From an optimization exercise on the open Yosys and OpenROAD flow, aimed at small area; shortcuts taken in it are not production practice. The RTL was checked by simulation tests, not by an equivalence proof against the original design.

==> flow/design.v (excerpt) <==
module top (
    input  wire          CLK100MHZ,
    input  wire          CPU_RESETN,
    input  wire   [15:0] SW,
    output logic  [15:0] LED,
    input  wire          BTNC,
    input  wire          BTNU,
    input  wire          BTNL,
    input  wire          BTNR,
    input  wire          BTND,
    output logic  [ 7:0] AN,
    output logic         CA,
    output logic         CB,
    output logic         CC,
    output logic         CD,
    output logic         CE,
    output logic         CF,
    output logic         CG,
    output logic         DP,
    output logic         LED16_B,
    output logic         LED16_G,
    output logic         LED16_R,
    output logic         LED17_B,
    output logic         LED17_G,
    output logic         LED17_R
);
  assign {LED16_B, LED16_G, LED16_R, LED17_B, LED17_G, LED17_R} = 6'b000000;
  wire rst = ~CPU_RESETN;
  wire clk;
  sys_pll u_sys_pll (
      .clk_in1 (CLK100MHZ),
      .clk_out1(clk)
  );
  logic rise_c, rise_u, rise_l, rise_r, rise_d;
  logic [15:0] SW_DEB;
  unbounce_btn deb_btnC (.CPU_RESET(rst), .CLOCK(clk), .BTN_IN(BTNC), .BTN_OUT(), .RISE(rise_c));
  unbounce_btn deb_btnU (.CPU_RESET(rst), .CLOCK(clk), .BTN_IN(BTNU), .BTN_OUT(), .RISE(rise_u));
  unbounce_btn deb_btnL (.CPU_RESET(rst), .CLOCK(clk), .BTN_IN(BTNL), .BTN_OUT(), .RISE(rise_l));
  unbounce_btn deb_btnR (.CPU_RESET(rst), .CLOCK(clk), .BTN_IN(BTNR), .BTN_OUT(), .RISE(rise_r));
  unbounce_btn deb_btnD (.CPU_RESET(rst), .CLOCK(clk), .BTN_IN(BTND), .BTN_OUT(), .RISE(rise_d));
  unbounce_array debouncer (
      .CPU_RESET(rst),
      .CLOCK(clk),
      .BTN_IN(SW),
      .BTN_OUT(SW_DEB)
  );
  assign LED = SW_DEB;
  logic [15:0] value;
  logic isEdit, total_neg;
  select_btn_action u_calc (
      .clk(clk),
      .rst(rst),
      .SW(SW_DEB),
      .rise_u(rise_u),
      .rise_d(rise_d),
  ...
clock: 20.0 ns
lec_check: 0
abc_area: 1
cap_margin: 20
core_margin: 2
core_utilization: 40
place_density: 0.62
slew_margin: 20
standard.sh (not shown) runs the stock make flow with config.mk's settings and CLKGATE_MAP_FILE= SYNTH_SCRIPT=/design/flow/synth_recipe.tcl, a recipe that flattens the netlist after the stock synthesis.
==> flow/flow/run.sh <==
#!/bin/bash
# Own layout flow: the standard flow, except that
#  - synthesis maps the logic with an area-oriented ABC script (deepsyn,
#    then amap) and
#    without extract_fa's adder cells, which ABC cannot restructure;
#    registers come out of the same synthesis steps as the standard
#    synthesis, so their names and cell types are unchanged;
#  - ports are buffered with the smallest buffer;
#  - the clock tree uses small clock buffers and no dummy loads.
# Each step's full output goes to a log file here.
set -euo pipefail
here=$(pwd)
CTS_BUF=${CTS_BUF:-sky130_fd_sc_hd__clkbuf_8}
rm -rf "$here/scripts_area"
cp -r "$FLOW_HOME/scripts" "$here/scripts_area"
cp "$here/flow/abc_area.script" "$here/scripts_area/abc_area.script"
bash standard.sh SCRIPTS_DIR="$here/scripts_area" ADDER_MAP_FILE= synth > "$here/synth.log" 2>&1
export BUFFER_PORTS_ARGS="-buffer_cell sky130_fd_sc_hd__buf_1"
export CTS_ARGS="-sink_clustering_enable -repair_clock_nets -dont_use_dummy_load -buf_list $CTS_BUF"
bash standard.sh > "$here/layout.log" 2>&1
test -f "$here/out/final.def"
==> flow/flow/abc_area.script <==
strash
&get -n
&deepsyn -T 60
&put
dch
amap -F 5 -A 16
topo
The baseline finished with timing, DRC and antenna clean.
Then changed:
CORE_UTILIZATION = 55   (was 40)
PLACE_DENSITY = 0.72   (was 0.62)
After rerunning: Cell count drops by 5.3%. Utilization climbs by 16 points. Design area drops by 1.0%. Clock skew climbs by 0.018 ns. Worst setup slack degrades by 0.14 ns. Clock-buffer cell count is unchanged. Global-route usage climbs by 7.5 points.
Then changed:
==> flow/flow/abc_area.script (replaced) <==
strash
&get -n
&deepsyn -T 60
&put
dch -f
amap
topo
CAP_MARGIN = 5   (was 20)
CORE_UTILIZATION = 40   (was 55)
PLACE_DENSITY = 0.62   (was 0.72)
SLEW_MARGIN = 5   (was 20)
What happened:
- The new run went through all stages and came out clean
- cell count came out higher by a little under a tenth
- synthesized area goes up slightly
- cell area is higher by a few percent
- non-clock buffer count does not change
- wire length shrinks by a few percent
- die area goes up by well over a third

* * *

top again, from the RTL that the note above started with.
// top
module top (
    input  wire          CLK100MHZ,
    input  wire          CPU_RESETN,
    input  wire   [15:0] SW,
    output logic  [15:0] LED,
    input  wire          BTNC,
    input  wire          BTNU,
    input  wire          BTNL,
    input  wire          BTNR,
    input  wire          BTND,
    output logic  [ 7:0] AN,
    output logic         CA,
    output logic         CB,
    output logic         CC,
    output logic         CD,
    output logic         CE,
    output logic         CF,
    output logic         CG,
    output logic         DP,
    output logic         LED16_B,
    output logic         LED16_G,
    output logic         LED16_R,
    output logic         LED17_B,
    output logic         LED17_G,
    output logic         LED17_R
);
export LEC_CHECK = 0
export ABC_AREA = 1
export CAP_MARGIN = 20
export CORE_MARGIN = 2
export CORE_UTILIZATION = 40
export PLACE_DENSITY = 0.62
export SLEW_MARGIN = 20
create_clock -name core_clock -period 20.0 [get_ports {CLK100MHZ}]
==> flow/flow/run.sh <==
#!/bin/bash
# Own layout flow: the standard flow, except that
#  - synthesis maps the logic with an area-oriented ABC script (deepsyn,
#    then amap) and
#    without extract_fa's adder cells, which ABC cannot restructure;
#    registers come out of the same synthesis steps as the standard
#    synthesis, so their names and cell types are unchanged;
#  - ports are buffered with the smallest buffer;
#  - the clock tree uses small clock buffers and no dummy loads.
# Each step's full output goes to a log file here.
set -euo pipefail
here=$(pwd)
CTS_BUF=${CTS_BUF:-sky130_fd_sc_hd__clkbuf_8}
rm -rf "$here/scripts_area"
cp -r "$FLOW_HOME/scripts" "$here/scripts_area"
cp "$here/flow/abc_area.script" "$here/scripts_area/abc_area.script"
bash standard.sh SCRIPTS_DIR="$here/scripts_area" ADDER_MAP_FILE= synth > "$here/synth.log" 2>&1
export BUFFER_PORTS_ARGS="-buffer_cell sky130_fd_sc_hd__buf_1"
export CTS_ARGS="-sink_clustering_enable -repair_clock_nets -dont_use_dummy_load -buf_list $CTS_BUF -sink_clustering_size 30 -sink_clustering_max_diameter 100"
bash standard.sh > "$here/layout.log" 2>&1
test -f "$here/out/final.def"
==> flow/flow/abc_area.script <==
strash
&get -n
&deepsyn -T 60
&put
dch -f
amap
topo
Then changed:
--- a/flow/flow/run.sh
+++ b/flow/flow/run.sh
@@ -17,5 +17,5 @@
 bash standard.sh SCRIPTS_DIR="$here/scripts_area" ADDER_MAP_FILE= synth > "$here/synth.log" 2>&1
 export BUFFER_PORTS_ARGS="-buffer_cell sky130_fd_sc_hd__buf_1"
-export CTS_ARGS="-sink_clustering_enable -repair_clock_nets -dont_use_dummy_load -buf_list $CTS_BUF -sink_clustering_size 30 -sink_clustering_max_diameter 100"
+export CTS_ARGS="-sink_clustering_enable -repair_clock_nets -dont_use_dummy_load -buf_list $CTS_BUF -sink_clustering_size 20 -sink_buffer_max_cap_derate 0.6"
 bash standard.sh > "$here/layout.log" 2>&1
 test -f "$here/out/final.def"
==> flow/flow/abc_area.script (replaced) <==
strash
&get -n
&deepsyn -T 60
&put
dch
amap -F 5 -A 16
topo
Area after synthesis decreases slightly.
Die area came out lower slightly.
Then changed:
--- a/flow/flow/run.sh
+++ b/flow/flow/run.sh
@@ -11,5 +11,5 @@
 set -euo pipefail
 here=$(pwd)
-CTS_BUF=${CTS_BUF:-sky130_fd_sc_hd__clkbuf_8}
+CTS_BUF=${CTS_BUF:-sky130_fd_sc_hd__clkbuf_16}
 rm -rf "$here/scripts_area"
 cp -r "$FLOW_HOME/scripts" "$here/scripts_area"
@@ -17,5 +17,5 @@
 bash standard.sh SCRIPTS_DIR="$here/scripts_area" ADDER_MAP_FILE= synth > "$here/synth.log" 2>&1
 export BUFFER_PORTS_ARGS="-buffer_cell sky130_fd_sc_hd__buf_1"
-export CTS_ARGS="-sink_clustering_enable -repair_clock_nets -dont_use_dummy_load -buf_list $CTS_BUF -sink_clustering_size 20 -sink_buffer_max_cap_derate 0.6"
+export CTS_ARGS="-sink_clustering_enable -repair_clock_nets -dont_use_dummy_load -buf_list $CTS_BUF -sink_clustering_size 40 -sink_clustering_max_diameter 120"
 bash standard.sh > "$here/layout.log" 2>&1
 test -f "$here/out/final.def"
==> flow/flow/abc_area.script (replaced) <==
strash
&get -n
&deepsyn -T 60
&put
dch -f
amap
topo
Result: Area after synthesis rose by 1.1%. Wire length fell by 5.4%. Setup slack is better by 1.0 ns. Non-clock buffer count went up by 1. Critical path depth increases by 1. Via count decreases by 0.84%. Synthesized cell count is higher by about 3.4%.

* * *

Another version of the RTL of top (not shown whole).
Size: roughly 180 flip-flops, about 61 I/O pins, about 0.012 mm^2 of cells after synthesis.
==> flow/config.mk <==
export PLATFORM = sky130hd
export DESIGN_NAME = top
export DESIGN_NICKNAME = top
export VERILOG_FILES = /design/flow/design.v
export SDC_FILE = /design/flow/constraint.sdc
export NUM_CORES = 4
export LEC_CHECK = 0
export ABC_AREA = 1
export CAP_MARGIN = 20
export CORE_MARGIN = 2
export CORE_UTILIZATION = 40
export GPL_TIMING_DRIVEN = 0
export PLACE_DENSITY = 0.6
export SLEW_MARGIN = 20
==> flow/constraint.sdc <==
create_clock -name core_clock -period 20.0 [get_ports {CLK100MHZ}]
set_input_delay 4.0000 -clock core_clock [delete_from_list [all_inputs] [get_ports {CLK100MHZ}]]
set_output_delay 4.0000 -clock core_clock [all_outputs]
set_load 0.01 [all_outputs]
==> flow/flow/run.sh <==
#!/bin/bash
# Own layout flow: the standard flow, except that
#  - synthesis maps the logic with an area-oriented ABC script (amap) and
#    without extract_fa's adder cells, which ABC cannot restructure;
#    registers come out of the same synthesis steps as the standard
#    synthesis, so their names and cell types are unchanged;
#  - no buffers from synthesis, and ports are buffered with the smallest
#    buffer;
#  - the clock tree uses small clock buffers and no dummy loads.
# Each step's full output goes to a log file here.
set -euo pipefail
here=$(pwd)
CTS_BUF=${CTS_BUF:-sky130_fd_sc_hd__clkbuf_8}
rm -rf "$here/scripts_area"
cp -r "$FLOW_HOME/scripts" "$here/scripts_area"
cp "$here/flow/abc_area.script" "$here/scripts_area/abc_area.script"
bash standard.sh SCRIPTS_DIR="$here/scripts_area" ADDER_MAP_FILE= SYNTH_INSBUF=0 synth > "$here/synth.log" 2>&1
export REMOVE_ABC_BUFFERS=1
export BUFFER_PORTS_ARGS="-buffer_cell sky130_fd_sc_hd__buf_1"
export CTS_ARGS="-sink_clustering_enable -repair_clock_nets -dont_use_dummy_load -buf_list $CTS_BUF"
bash standard.sh > "$here/layout.log" 2>&1
test -f "$here/out/final.def"
==> flow/flow/abc_area.script <==
strash
dch -f
amap
topo
strash
dch -f
amap
topo
The baseline finished with timing, DRC and antenna clean.
Edit:
--- a/flow/flow/run.sh
+++ b/flow/flow/run.sh
@@ -7,2 +7 @@
-#  - no buffers from synthesis, and ports are buffered with the smallest
-#    buffer;
+#  - ports are buffered with the smallest buffer;
@@ -17,2 +16 @@
-bash standard.sh SCRIPTS_DIR="$here/scripts_area" ADDER_MAP_FILE= SYNTH_INSBUF=0 synth > "$here/synth.log" 2>&1
-export REMOVE_ABC_BUFFERS=1
+bash standard.sh SCRIPTS_DIR="$here/scripts_area" ADDER_MAP_FILE= synth > "$here/synth.log" 2>&1
Settings changed: GPL_TIMING_DRIVEN 0 to not set.
=> Global-route usage went up by 0.78 points. Cell area went down slightly. Via count went up slightly. Clock-buffer cell count is unchanged. Register-to-register slack got worse by 0.24 ns. Die area went up slightly. Setup slack got worse by 0.24 ns. Clock skew went up by 0.012 ns. Sequential share of layout area went up by 0.13 points.
Edit:
--- a/flow/flow/run.sh
+++ b/flow/flow/run.sh
@@ -3 +3,2 @@
-#  - synthesis maps the logic with an area-oriented ABC script (amap) and
+#  - synthesis maps the logic with an area-oriented ABC script (deepsyn,
+#    then amap) and
==> flow/flow/abc_area.script (replaced) <==
strash
&get -n
&deepsyn -T 60
&put
dch -f
amap
topo
Settings changed: PLACE_DENSITY 0.6 to 0.62.
Core utilization came out lower by 0.11 points.
Synthesized area came out lower by a few percent.
Via count came out lower by a few percent.
Worst setup slack improved by 0.60 ns.
Die area came out lower by a few percent.
Cell area came out lower by a few percent.
Final cell count came out lower by a few percent.
Clock-buffer cell count is unchanged.

* * *

JK:
top, a different RTL version from the one above (not shown whole).
For scale: roughly 180 flip-flops, roughly 15000 sq um of cells after synthesis.
==> flow/config.mk <==
export PLATFORM = sky130hd
export DESIGN_NAME = top
export DESIGN_NICKNAME = top
export VERILOG_FILES = /design/flow/design.v
export SDC_FILE = /design/flow/constraint.sdc
export NUM_CORES = 4
export LEC_CHECK = 0
export ABC_AREA = 1
export CAP_MARGIN = 20
export CORE_MARGIN = 2
export CORE_UTILIZATION = 40
export PLACE_DENSITY = 0.6
export SLEW_MARGIN = 20
==> flow/constraint.sdc <==
create_clock -name core_clock -period 20.0 [get_ports {CLK100MHZ}]
set_input_delay 4.0000 -clock core_clock [delete_from_list [all_inputs] [get_ports {CLK100MHZ}]]
set_output_delay 4.0000 -clock core_clock [all_outputs]
set_load 0.01 [all_outputs]
run.sh (not shown) runs the stock make flow with config.mk's settings and CLKGATE_MAP_FILE= SYNTH_SCRIPT=/design/flow/synth_recipe.tcl, a recipe that flattens the netlist after the stock synthesis.
Stock flow here: none of the scripts above is used.
The final layout from JK, which completed every stage, passed the timing, DRC and antenna checks at the end of the flow.
Relative to JK, the following input files were edited for MS:
==> flow/flow/run.sh (new file) <==
#!/bin/bash
# Own layout flow: the standard flow, except that synthesis maps the logic
# with an area-oriented ABC script (amap) and without extract_fa's adder
# cells, which ABC cannot restructure. Registers come out of the same
# synthesis steps as the standard synthesis, so their names and cell types
# are unchanged. Each step's full output goes to a log file here.
set -euo pipefail
here=$(pwd)
rm -rf "$here/scripts_area"
cp -r "$FLOW_HOME/scripts" "$here/scripts_area"
cp "$here/flow/abc_area.script" "$here/scripts_area/abc_area.script"
bash standard.sh SCRIPTS_DIR="$here/scripts_area" ADDER_MAP_FILE= synth > "$here/synth.log" 2>&1
bash standard.sh > "$here/layout.log" 2>&1
test -f "$here/out/final.def"
==> flow/flow/abc_area.script (new file) <==
strash
dch -f
amap
topo
==> flow/standard.sh (new file) <==
#!/bin/bash
# synth_recipe.tcl (not shown) runs the flow's synth.tcl, then flattens the netlist and writes it again
# the make line also repeats each setting of config.mk as NAME=value (left out here)
make -C /OpenROAD-flow-scripts/flow DESIGN_CONFIG=/design/flow/config.mk WORK_HOME=/design/flow/orfs CLKGATE_MAP_FILE= SYNTH_SCRIPT=/design/flow/synth_recipe.tcl "${@:-finish}"
removed: flow/run.sh
[summary]
From JK to MS, number of I/O pins did not move at all. MS reports its most common library cell in the layout ignoring fill and taps as nor2_1 while JK reports nand2_1. JK → MS: buffer count excluding the clock tree in the final layout has increased, source-to-sink clock delay at the later pin of the worst-skew pair shows no meaningful change, met3 usage in global routing saw an increase. Wire length of the first global-routing pass on MS is down relative to JK. In MS relative to JK, area of the die had gone down by more than 10%. MS and JK ended up with roughly the same starting density of the core.

==> separate check: timing with driven ports <==
How much do the figures lean on ideal ports? The routed layouts below were timed once more, with nothing changed but the port constraints. Step 1, drivers: a clkbuf_16 drives CLK100MHZ and a buf_2 each remaining input, both assumed. Step 2 times the ports against the registers' clock, not the clock port: input delays grow and output delays shrink by t, the midpoint of the rising clock arrivals with the driver on. Three values: no drivers, after step 1, after step 2; two values: the first two.
run	shift t [ns]	setup slack, ns	hold WS [ns]	clock arrival spread, ns	worst slew at a driven data input, ns
the first run of note 1	0.488	4.716 / 4.716 / 4.716	0.336 / 0.336 / 0.336	0.032 / 0.032	0.04
the second run of note 1	0.478	4.578 / 4.578 / 4.578	0.344 / 0.344 / 0.344	0.048 / 0.048	0.05
the third run of note 1	0.518	5.720 / 5.720 / 5.720	0.330 / 0.330 / 0.330	0.031 / 0.030	0.04
the first run of note 2	0.518	5.720 / 5.720 / 5.720	0.330 / 0.330 / 0.330	0.031 / 0.030	0.04
the second run of note 2	0.488	4.716 / 4.716 / 4.716	0.336 / 0.336 / 0.336	0.032 / 0.032	0.04
the third run of note 2	0.482	5.727 / 5.727 / 5.727	0.330 / 0.330 / 0.330	0.020 / 0.020	0.04
the first run of note 3	0.512	4.956 / 4.956 / 4.956	0.324 / 0.324 / 0.324	0.029 / 0.029	0.04
the second run of note 3	0.496	4.720 / 4.720 / 4.720	0.329 / 0.329 / 0.329	0.041 / 0.041	0.04
the third run of note 3	0.512	5.318 / 5.318 / 5.318	0.326 / 0.326 / 0.326	0.030 / 0.029	0.04
JK	0.489	2.939 / 2.967 / 2.478	0.331 / 0.331 / 0.331	0.017 / 0.016	0.05
MS	0.498	5.614 / 5.644 / 5.145	0.328 / 0.328 / 0.328	0.021 / 0.021	0.05
After both steps every run listed still meets setup and hold. The setup slack of MS, which loses most, moves by +0.030 ns with the drivers and by -0.469 ns with both steps.
